This is an optimization exercise on Yosys and OpenROAD, whose aim is small area, a short achievable clock period and few clock cycles per item, not a production implementation. Where RTL was checked, it was by simulation tests only, not by an equivalence proof against the original. No activity file was given, so power comes from the tool's default toggle rates.

== lane 1 ==
Design riscv_div, start of the top module:
module riscv_div (
    input  logic        clk,
    input  logic        rst_n,
    input  logic        in_valid,
    input  logic [31:0] op_a,       
    input  logic [31:0] op_b,       
    input  logic [1:0]  opcode,     
    input  logic        out_ready,
    output logic        out_valid,
    output logic [31:0] result
  );
  riscv_alu_div div_i (
    .clk       ( clk       ),
    .rst_n     ( rst_n     ),
    .in_valid  ( in_valid  ),
    .op_a      ( op_a      ),
    .op_b      ( op_b      ),
    .opcode    ( opcode    ),
    .out_ready ( out_ready ),
    .out_valid ( out_valid ),
    .result    ( result    )
  );
endmodule
For scale: roughly 1400 cells after synthesis, ~100 I/O pins, about 12000 µm² of cells after synthesis.
==> flow/config.mk <==
export PLATFORM = sky130hd
export DESIGN_NAME = riscv_div
export DESIGN_NICKNAME = riscv_div
export VERILOG_FILES = /design/flow/design.v
export SDC_FILE = /design/flow/constraint.sdc
export NUM_CORES = 4
export LEC_CHECK = 0
export CAP_MARGIN = 20
export CORE_MARGIN = 2
export CORE_UTILIZATION = 40
export PLACE_DENSITY = 0.6
export SETUP_SLACK_MARGIN = 1.5
export SLEW_MARGIN = 20
==> flow/constraint.sdc <==
create_clock -name core_clock -period 6.0 [get_ports {clk}]
set_input_delay 1.2000 -clock core_clock [delete_from_list [all_inputs] [get_ports {clk}]]
set_output_delay 1.2000 -clock core_clock [all_outputs]
set_load 0.01 [all_outputs]
run.sh (not shown) runs the stock make flow with config.mk's settings and CLKGATE_MAP_FILE= SYNTH_SCRIPT=/design/flow/synth_recipe.tcl, a recipe that flattens the netlist after the stock synthesis.
Testbench counts of lane 1, summed over its fixed seeds: cycles 27,308, items 3,200.
diff inputs: lane 1 => lane 2
--- a/flow/config.mk
+++ b/flow/config.mk
@@ -11,3 +11,3 @@
 export PLACE_DENSITY = 0.6
-export SETUP_SLACK_MARGIN = 1.5
+export SETUP_SLACK_MARGIN = 2.0
 export SLEW_MARGIN = 20
Notes after the runs:
The post-placement cell area of lane 2 and that of lane 1 are within noise of each other. From lane 2 to lane 1, post-synthesis cell type count did not move at all. Of lane 1 and lane 2, lane 1 shows the higher sequential portion of the cell area, with lane 2 below it. Relative to lane 1, the cell-internal power measured on lane 2 has increased slightly. Lane 1 and lane 2 ended up with roughly the same TritonCTS buffer count. Compared with lane 1, lane 2 shows a higher share of total power in combinational logic. Diff lane 1 -> lane 2 | clock-buffer cell count | decrease of 6. Lane 2 against lane 1; routed wire length is up by a few percent. Cmp lane 1 and lane 2 / number of global-route vias before repair / higher: lane 2. Across both runs, post-layout worst setup margin was higher for lane 2 than for lane 1.

riscv_div, a different RTL version from the one above (not shown whole).
Size in the first run: ~1500 cells after synthesis, about 120 flip-flops.
## riscv_div
module riscv_div (
    input  logic        clk,
    input  logic        rst_n,
    input  logic        in_valid,
    input  logic [31:0] op_a,       
    input  logic [31:0] op_b,       
    input  logic [1:0]  opcode,     
    input  logic        out_ready,
    output logic        out_valid,
    output logic [31:0] result
  );
  riscv_alu_div div_i (
    .clk       ( clk       ),
    .rst_n     ( rst_n     ),
    .in_valid  ( in_valid  ),
    .op_a      ( op_a      ),
    .op_b      ( op_b      ),
    .opcode    ( opcode    ),
    .out_ready ( out_ready ),
    .out_valid ( out_valid ),
    .result    ( result    )
  );
endmodule
export LEC_CHECK = 0
export CAP_MARGIN = 20
export CORE_MARGIN = 2
export CORE_UTILIZATION = 40
export PLACE_DENSITY = 0.6
export SETUP_SLACK_MARGIN = 2.5
export SLEW_MARGIN = 20
create_clock -name core_clock -period 6.0 [get_ports {clk}]
standard.sh (not shown) runs the stock make flow with config.mk's settings and CLKGATE_MAP_FILE= SYNTH_SCRIPT=/design/flow/synth_recipe.tcl, a recipe that flattens the netlist after the stock synthesis.
==> flow/flow/run.sh <==
#!/bin/bash
# Standard layout, with the port buffers made from the smallest buffer cell
# instead of the one buffer_ports picks by default.
set -e
export BUFFER_PORTS_ARGS="-buffer_cell sky130_fd_sc_hd__buf_1"
bash standard.sh > standard.log 2>&1
The first run completed without violations.
Testbench counts at the start, summed over its fixed seeds: cycles 27,127, items 3,200.
Then changed:
- CORE_UTILIZATION: 40 -> 60
- PLACE_DENSITY: 0.6 -> 0.75
- SETUP_SLACK_MARGIN: 2.5 -> 2.7
=> Final cell count is lower by 5.7%. Combinational power increases by 8.6%. Cell area rises by 1.9%. Setup slack gets better by 36 ps. Sequential power is about the same.
Then changed:
- CORE_UTILIZATION: 60 -> 50
- PLACE_DENSITY: 0.75 -> 0.7
- SETUP_SLACK_MARGIN: 2.7 -> 2.9
Effect: Clock power came out lower by about 0.8%; power came out higher by 9.9%; global-route usage came out lower by 5.7 points; clock skew came out higher by 3.2 ps.

riscv_div, a different RTL version from the one above (not shown whole).
Size in the first run: ~1300 cells after synthesis, about 110 flip-flops, roughly 100 I/O pins, about 11000 um2 of cells after synthesis.
==> flow/config.mk <==
export PLATFORM = sky130hd
export DESIGN_NAME = riscv_div
export DESIGN_NICKNAME = riscv_div
export VERILOG_FILES = /design/flow/design.v
export SDC_FILE = /design/flow/constraint.sdc
export NUM_CORES = 4
export LEC_CHECK = 0
export CAP_MARGIN = 20
export CORE_MARGIN = 2
export CORE_UTILIZATION = 40
export PLACE_DENSITY = 0.6
export SETUP_SLACK_MARGIN = 1.5
export SLEW_MARGIN = 20
==> flow/constraint.sdc <==
create_clock -name core_clock -period 6.0 [get_ports {clk}]
set_input_delay 1.2000 -clock core_clock [delete_from_list [all_inputs] [get_ports {clk}]]
set_output_delay 1.2000 -clock core_clock [all_outputs]
set_load 0.01 [all_outputs]
run.sh (not shown) runs the stock make flow with config.mk's settings and CLKGATE_MAP_FILE= SYNTH_SCRIPT=/design/flow/synth_recipe.tcl, a recipe that flattens the netlist after the stock synthesis.
Stock flow here: none of the scripts above is used.
The first run passed the timing, design-rule and antenna checks.
Rerun with:
==> flow/flow/run.sh (new file) <==
#!/bin/bash
# Standard layout, with the port buffers made from the smallest buffer cell
# instead of the one buffer_ports picks by default.
set -e
export BUFFER_PORTS_ARGS="-buffer_cell sky130_fd_sc_hd__buf_1"
bash standard.sh > standard.log 2>&1
==> flow/standard.sh (new file) <==
#!/bin/bash
# synth_recipe.tcl (not shown) runs the flow's synth.tcl, then flattens the netlist and writes it again
# the make line also repeats each setting of config.mk as NAME=value (left out here)
make -C /OpenROAD-flow-scripts/flow DESIGN_CONFIG=/design/flow/config.mk WORK_HOME=/design/flow/orfs CLKGATE_MAP_FILE= SYNTH_SCRIPT=/design/flow/synth_recipe.tcl "${@:-finish}"
removed: flow/run.sh
Result:
- The new run finished with timing, DRC and antenna clean
- worst setup slack degrades by 46 ps
- non-clock buffer count went down by 17
- global-route usage went down by 1.2 points
- sequential power barely changes
- first-iteration DRC count came out lower by about 1.7%
- die area stays the same
- area after synthesis does not change
- via count drops by about 1.7%
- synthesized cell count is unchanged
- utilization came out lower by 2.5 points
- total power falls by 1.7%
Function was not checked in any run of this note: the RTL went through the layout flow alone.

riscv_div, a different RTL version from the one above (not shown whole).
Size in the first run: about 1500 cells after synthesis, roughly 120 flip-flops, ~100 I/O pins, about 12000 um^2 of cells after synthesis.
==> flow/design.v (excerpt) <==
module riscv_div (
    input  logic        clk,
    input  logic        rst_n,
    input  logic        in_valid,
    input  logic [31:0] op_a,       
    input  logic [31:0] op_b,       
    input  logic [1:0]  opcode,     
    input  logic        out_ready,
    output logic        out_valid,
    output logic [31:0] result
  );
  riscv_alu_div div_i (
    .clk       ( clk       ),
    .rst_n     ( rst_n     ),
    .in_valid  ( in_valid  ),
    .op_a      ( op_a      ),
    .op_b      ( op_b      ),
    .opcode    ( opcode    ),
    .out_ready ( out_ready ),
    .out_valid ( out_valid ),
    .result    ( result    )
  );
endmodule
export LEC_CHECK = 0
export CAP_MARGIN = 20
export CORE_MARGIN = 2
export CORE_UTILIZATION = 40
export PLACE_DENSITY = 0.6
export SETUP_SLACK_MARGIN = 2.0
export SLEW_MARGIN = 20
create_clock -name core_clock -period 6.0 [get_ports {clk}]
standard.sh (not shown) runs the stock make flow with config.mk's settings and CLKGATE_MAP_FILE= SYNTH_SCRIPT=/design/flow/synth_recipe.tcl, a recipe that flattens the netlist after the stock synthesis.
==> flow/flow/run.sh <==
#!/bin/bash
# Standard layout, with the port buffers made from the smallest buffer cell
# instead of the one buffer_ports picks by default.
set -e
export BUFFER_PORTS_ARGS="-buffer_cell sky130_fd_sc_hd__buf_1"
bash standard.sh > standard.log 2>&1
Testbench counts at the start, summed over its fixed seeds: cycles 27,127, items 3,200.
Change:
--- a/flow/config.mk
+++ b/flow/config.mk
@@ -11,3 +11,3 @@
 export PLACE_DENSITY = 0.6
-export SETUP_SLACK_MARGIN = 2.0
+export SETUP_SLACK_MARGIN = 1.5
 export SLEW_MARGIN = 20
Outcome:
- area after synthesis does not change
- critical path depth rises by 1
- die area does not change
- combinational power falls by about 1%
- global-route usage is about the same
- via count stays flat
- final area falls by about 0.33%
- non-clock buffer count falls by 1
- power falls by about 0.65%
- wire length stays flat
- core utilization falls by 0.15 points

== raven ==
Another version of the RTL of riscv_div (not shown whole).
Size in the first run: roughly 1500 cells after synthesis, roughly 120 flip-flops, about 0.012 mm2 of cells after synthesis.
export LEC_CHECK = 0
export CAP_MARGIN = 20
export CORE_MARGIN = 2
export CORE_UTILIZATION = 40
export PLACE_DENSITY = 0.6
export SETUP_SLACK_MARGIN = 2.7
export SLEW_MARGIN = 20
create_clock -name core_clock -period 6.0 [get_ports {clk}]
Scripts as last shown in full above: flow/flow/run.sh
Looking at the reports, raven completed the entire flow and the layout it produced met the timing, design-rule and antenna checks.
Testbench counts of raven, summed over its fixed seeds: cycles 27,127, items 3,200.
Inputs modified between raven and maple:
# raven
export LEC_CHECK = 0
export CAP_MARGIN = 20
export CORE_MARGIN = 2
export CORE_UTILIZATION = 40
export PLACE_DENSITY = 0.6
export SETUP_SLACK_MARGIN = 2.7
export SLEW_MARGIN = 20
create_clock -name core_clock -period 6.0 [get_ports {clk}]
# maple
export LEC_CHECK = 0
export CAP_MARGIN = 20
export CORE_MARGIN = 2
export CORE_UTILIZATION = 50
export PLACE_DENSITY = 0.7
export SETUP_SLACK_MARGIN = 2.5
export SLEW_MARGIN = 20
create_clock -name core_clock -period 6.0 [get_ports {clk}]
--- outcome ---
Summary of maple over raven: utilization after layout moved up, via count level. Min share of total power in combinational logic across maple and raven: maple. maple vs. raven: placeable core region fell 21%; synthesis-to-finish area growth now smaller. maple: clock network power share 0.6 points below raven.

Setup of build 12:
RTL: one of the versions met above, not the one the previous note started from.
Size: roughly 1500 cells after synthesis, about 120 flip-flops, roughly 100 I/O pins, about 12000 um^2 of cells after synthesis.
Settings: LEC_CHECK=0, CAP_MARGIN=20, CORE_MARGIN=2, CORE_UTILIZATION=50, PLACE_DENSITY=0.7, SETUP_SLACK_MARGIN=2.5, SLEW_MARGIN=20; clock period 6.0 ns.
Scripts as last shown in full above: flow/flow/run.sh
Testbench counts of build 12, summed over its fixed seeds: cycles 27,127, items 3,200.
[inputs] build 83 vs build 12
Settings: a change of SETUP_SLACK_MARGIN from 2.5 to 2.7; an added CTS_BUF_LIST of sky130_fd_sc_hd__clkbuf_4 sky130_fd_sc_hd__clkbuf_8.
[summary]
On routability congestion estimate, build 83 and build 12 are basically level. The H-tree depth was comparable across build 83 and build 12. The higher worst setup slack came out of build 83. Changes observed in build 83 relative to build 12: number of search-and-repair iterations in the first detailed-routing pass -1, final standard cell area without fillers increased about 0.35%, flip-flop and latch count after synthesis saw little to no change, wire length grew by 730 um. In the reports for build 83 and build 12, the larger cell depth of the worst flop-to-flop path belongs to build 83. Per the comparison of build 83 with build 12, via count neither gained nor lost much; end-of-flow core utilization picked up an extra 0.20 points; area taken by multi-input logic gates picked up an extra 1.7%.
Edits applied to the flow inputs when going from build 83 to build 2:
Settings: clearing CTS_BUF_LIST, which used to be sky130_fd_sc_hd__clkbuf_4 sky130_fd_sc_hd__clkbuf_8.
--- outcome ---
- Build 2 vs build 83, critical setup path kind: input port to flop vs flop to flop
- Summary of build 2 over build 83: flip-flop and latch count level, switching portion of total power moved down, met2 layer usage reported by global route moved up, total length of routed met3 wires moved up, cell depth of the worst setup path moved up.
- On wire length, build 83 and build 2 are neck and neck.

RTL: one of the versions met above, not the one the previous note started from.
Size: about 1500 cells after synthesis, roughly 120 flip-flops, about 12000 sq um of cells after synthesis.
## riscv_div
module riscv_div (
    input  logic        clk,
    input  logic        rst_n,
    input  logic        in_valid,
    input  logic [31:0] op_a,       
    input  logic [31:0] op_b,       
    input  logic [1:0]  opcode,     
    input  logic        out_ready,
    output logic        out_valid,
    output logic [31:0] result
  );
  riscv_alu_div div_i (
    .clk       ( clk       ),
    .rst_n     ( rst_n     ),
    .in_valid  ( in_valid  ),
    .op_a      ( op_a      ),
    .op_b      ( op_b      ),
    .opcode    ( opcode    ),
    .out_ready ( out_ready ),
    .out_valid ( out_valid ),
    .result    ( result    )
  );
endmodule
Settings: LEC_CHECK=0, CAP_MARGIN=20, CORE_MARGIN=2, CORE_UTILIZATION=40, PLACE_DENSITY=0.6, SETUP_SLACK_MARGIN=3.0, SLEW_MARGIN=20; clock period 6.0 ns.
Scripts as last shown in full above: flow/flow/run.sh
The starting point produced a clean layout.
Testbench counts at the start, summed over its fixed seeds: cycles 27,127, items 3,200.
Next try:
- SETUP_SLACK_MARGIN: 3.0 -> 2.5
What happened: The new run went through all stages and came out clean; wire length drops slightly; clock skew stays flat; worst setup slack gets worse by 0.20 ns; design area drops by a little under a tenth; non-clock buffer count drops by 45; total power drops by roughly a tenth; global-route usage drops by 0.12 points; cell count drops by a few percent; die area is unchanged; area after synthesis does not change.

## re-timing with driven ports
No port has a modelled driver above. Below, the same layouts with a new extraction and two added sets of constraints. Step 1 (the two cells are an assumption about what drives the block):
set clk [get_ports {clk}]
set_driving_cell -lib_cell sky130_fd_sc_hd__clkbuf_16 $clk
set_driving_cell -lib_cell sky130_fd_sc_hd__buf_2 [delete_from_list [all_inputs] $clk]
Step 2 times the ports against the registers' clock, not the clock port: input delays grow and output delays shrink by t, the midpoint of the rising clock arrivals with the driver on. a / b / c = no drivers / after step 1 / after step 2; a / b = the first two.
run	shift t [ns]	slack for setup (ns)	worst hold slack (ns)	worst data-port slew with drivers (ns)	cell pins on the clock port's net
lane 1	0.469	1.615 / 1.634 / 1.165	0.466 / 0.466 / 0.466	0.04	1
lane 2	0.484	1.925 / 1.946 / 1.462	0.511 / 0.511 / 0.511	0.04	1
the first run of note 2	0.481	2.566 / 2.577 / 2.112	0.592 / 0.592 / 0.592	0.04	1
the second run of note 2	0.474	2.602 / 2.630 / 2.156	0.573 / 0.573 / 0.573	0.04	1
the third run of note 2	0.479	2.853 / 2.853 / 2.499	0.518 / 0.518 / 0.518	0.04	1
the first run of note 3	0.412	1.561 / 1.571 / 1.158	0.510 / 0.510 / 0.510	0.05	1
the second run of note 3	0.417	1.515 / 1.534 / 1.117	0.515 / 0.515 / 0.515	0.05	1
the first run of note 4	0.487	2.128 / 2.128 / 1.853	0.553 / 0.553 / 0.553	0.05	1
the second run of note 4	0.486	1.962 / 1.962 / 1.623	0.553 / 0.553 / 0.553	0.05	1
raven	0.477	2.637 / 2.637 / 2.268	0.512 / 0.512 / 0.512	0.09	1
maple	0.472	2.516 / 2.538 / 2.067	0.584 / 0.584 / 0.584	0.04	1
build 12	0.470	2.597 / 2.622 / 2.154	0.570 / 0.570 / 0.570	0.04	1
build 83	0.508	2.685 / 2.685 / 2.224	0.575 / 0.571 / 0.575	0.04	1
build 2	0.469	2.687 / 2.710 / 2.242	0.574 / 0.574 / 0.574	0.04	1
the first run of note 7	0.480	2.692 / 2.692 / 2.580	0.528 / 0.528 / 0.528	0.06	1
the second run of note 7	0.482	2.488 / 2.519 / 2.037	0.512 / 0.512 / 0.512	0.11	1
After both steps setup and hold are still met in every run listed. The setup slack of lane 2, which loses most, moves by +0.021 ns with the drivers and by -0.463 ns with both steps.
